Source: an optimization exercise on an open RTL-to-GDS flow (aim: small area). Production flows keep margins and buffers that such runs may drop. Only simulation tests tie the RTL to the original design; equivalence was not proved.

## rev 12
## recip_top
module recip_top(
  input clk,
  input [31:0] b,
  output reg [31:0] r
);
Size: about 64 flip-flops, about 65 I/O pins, ~47000 µm² of cells after synthesis.
Settings: LEC_CHECK=0, ABC_AREA=1, CAP_MARGIN=20, CORE_MARGIN=2, CORE_UTILIZATION=40, CTS_BUF_LIST=sky130_fd_sc_hd__clkbuf_8, SLEW_MARGIN=20, SYNTH_HIERARCHICAL=1, SYNTH_MINIMUM_KEEP_SIZE=0; clock period 800.0 ns.
standard.sh (not shown) runs the stock make flow with config.mk's settings and CLKGATE_MAP_FILE= SYNTH_SCRIPT=/design/flow/synth_recipe.tcl, a recipe that flattens the netlist after the stock synthesis.
==> flow/flow/run.sh <==
#!/bin/bash
# Layout flow: the standard flow (its own synthesis, unchanged), with two
# changes to the layout that keep the netlist's logic as synthesized:
#  - the port buffers are the smallest buffer, sky130_fd_sc_hd__buf_1;
#  - after repair_design (3_4_place_resized), buffers and inverters that
#    have drive to spare are downsized, keeping 30% margin on capacitance and
#    20% on slew, then repair_design runs again with 20% margins
#    (flow/downsize.tcl).
set -euo pipefail
W=$(pwd)
F=$W/flow
EXTRA="POST_RESIZE_TCL=$F/downsize.tcl \"BUFFER_PORTS_ARGS=-buffer_cell sky130_fd_sc_hd__buf_1\""
sed "s#\"\${@:-finish}\"#$EXTRA \"\${@:-finish}\"#" standard.sh > lay_standard.sh
if ! grep -q POST_RESIZE_TCL lay_standard.sh; then
  echo "could not add our settings: using the standard flow unchanged"
  cp standard.sh lay_standard.sh
fi
bash lay_standard.sh > layout.log 2>&1
Other scripts of this flow, unchanged in this note and not shown: flow/flow/downsize.tcl
The following lists how rev 13 was set up differently from rev 12:
--- a/flow/design.v
+++ b/flow/design.v
@@ -1,25 +1,24 @@
 module fa(input a, input b, input c, output s, output co);
   assign s = a ^ b ^ c;
   assign co = (a & b) | (a & c) | (b & c);
 endmodule
+module mj(input a, input b, input c, output co);
+  assign co = (a & b) | (a & c) | (b & c);
+endmodule
+module pp3(input a1, input a2, input b1, input b2, input c1, input c2, output y);
+  assign y = ~((a1 & a2) | (b1 & b2) | (c1 & c2));
+endmodule
 module ha(input a, input b, output s, output co);
   assign s = a ^ b;
   assign co = a & b;
 endmodule
-module recip_top(
-  input clk,
-  input [31:0] b,
-  output reg [31:0] r
-);
-  reg [31:0] b_q;
-  wire [22:0] f = b_q[22:0];    
-  wire [22:0] nmant;            
+module recip_core(input [22:0] f, output [22:0] nmant);
   wire s1 = ~f[0];
   wire s2 = ~(f[1] ^ f[0]);
   wire c3 = f[1] | f[0];
   wire s4 = ~(f[2] ^ c3);
   wire c5 = f[2] | c3;
   wire s6 = ~(f[3] ^ c5);
   wire c7 = f[3] | c5;
   wire s8, c9;
   fa u9(.a(~f[0]), .b(f[4]), .c(c7), .s(s8), .co(c9));
@@ -4248,16 +4247,25 @@
   wire c4232 = s3305 | c4230;
   wire s4233 = ~(s3307 ^ c4232);
   wire c4234 = s3307 | c4232;
   wire s4235 = ~(s3309 ^ c4234);
   wire c4236 = s3309 | c4234;
   wire s4237 = ~(s3311 ^ c4236);
   wire c4238 = s3311 | c4236;
   wire s4239 = ~(s3313 ^ c4238);
   assign nmant = {s4239, s4237, s4235, s4233, s4231, s4229, s4227, s4225, s4223, s4221, s4219, s4217, s4215, s4213, s4211, s4209, s4205, s4201, s4195, s4189, s4183, s4177, s4171};
+endmodule
+module recip_top(
+  input clk,
+  input [31:0] b,
+  output reg [31:0] r
+);
+  reg [31:0] b_q;
+  wire [22:0] nmant;    
+  recip_core u_core(.f(b_q[22:0]), .nmant(nmant));
   wire [7:0] e = 8'd253 - b_q[30:23];
   wire zero = (b_q == 32'd0);
   always @(posedge clk) begin
     b_q <= b;
     r <= zero ? 32'd0 : {b_q[31], e, ~nmant};
   end
 endmodule
[summary]
| post-synthesis compound-gate area fraction | rev 12 vs rev 13 | ≈ equal |
The routed wire length of rev 13 was inferior to that of rev 12.
Relative to rev 12, the non-clock buffer count measured on rev 13 has increased by a few percent.
Delta (rev 13 minus rev 12): via count +2.4%, clock-pin slew on the worst setup and hold paths closely matched the old numbers, post-route clock period utilization essentially unchanged, final setup slack of the worst path rose 0.022 ns.
Multi-input logic area of rev 12 is on par with rev 13.
Rev 13 -> rev 12: final cell area excluding filler cells flat
In the tables for rev 12 and rev 13, antenna diode count reads higher with rev 13.

## afterwards: timing with drivers on the ports
In the flow no input, the clock included, has a driving cell. The finished layouts below were timed again as built, in two steps.
Step 1 (the two cells are an assumption about what drives the block):
set clk [get_ports {clk}]
set_driving_cell -lib_cell sky130_fd_sc_hd__clkbuf_16 $clk
set_driving_cell -lib_cell sky130_fd_sc_hd__buf_2 [delete_from_list [all_inputs] $clk]
Step 2 also shifts input and output timing later by t, the mid clock arrival at the registers, as if the neighbouring blocks saw the same clock.
a / b / c = ideal ports / drivers / drivers and shift; a / b = the first two.
| run | t, ns | setup slack, ns | latest minus earliest clock arrival (ns) | pins driven straight from the clock port |
|---|---|---|---|---|
| rev 12 | 0.374 | 639.153 / 639.132 / 639.507 | 0.012 / 0.013 | 1 |
| rev 13 | 0.358 | 639.175 / 639.156 / 639.515 | 0.008 / 0.009 | 1 |
After both steps setup and hold are still met in every run listed.
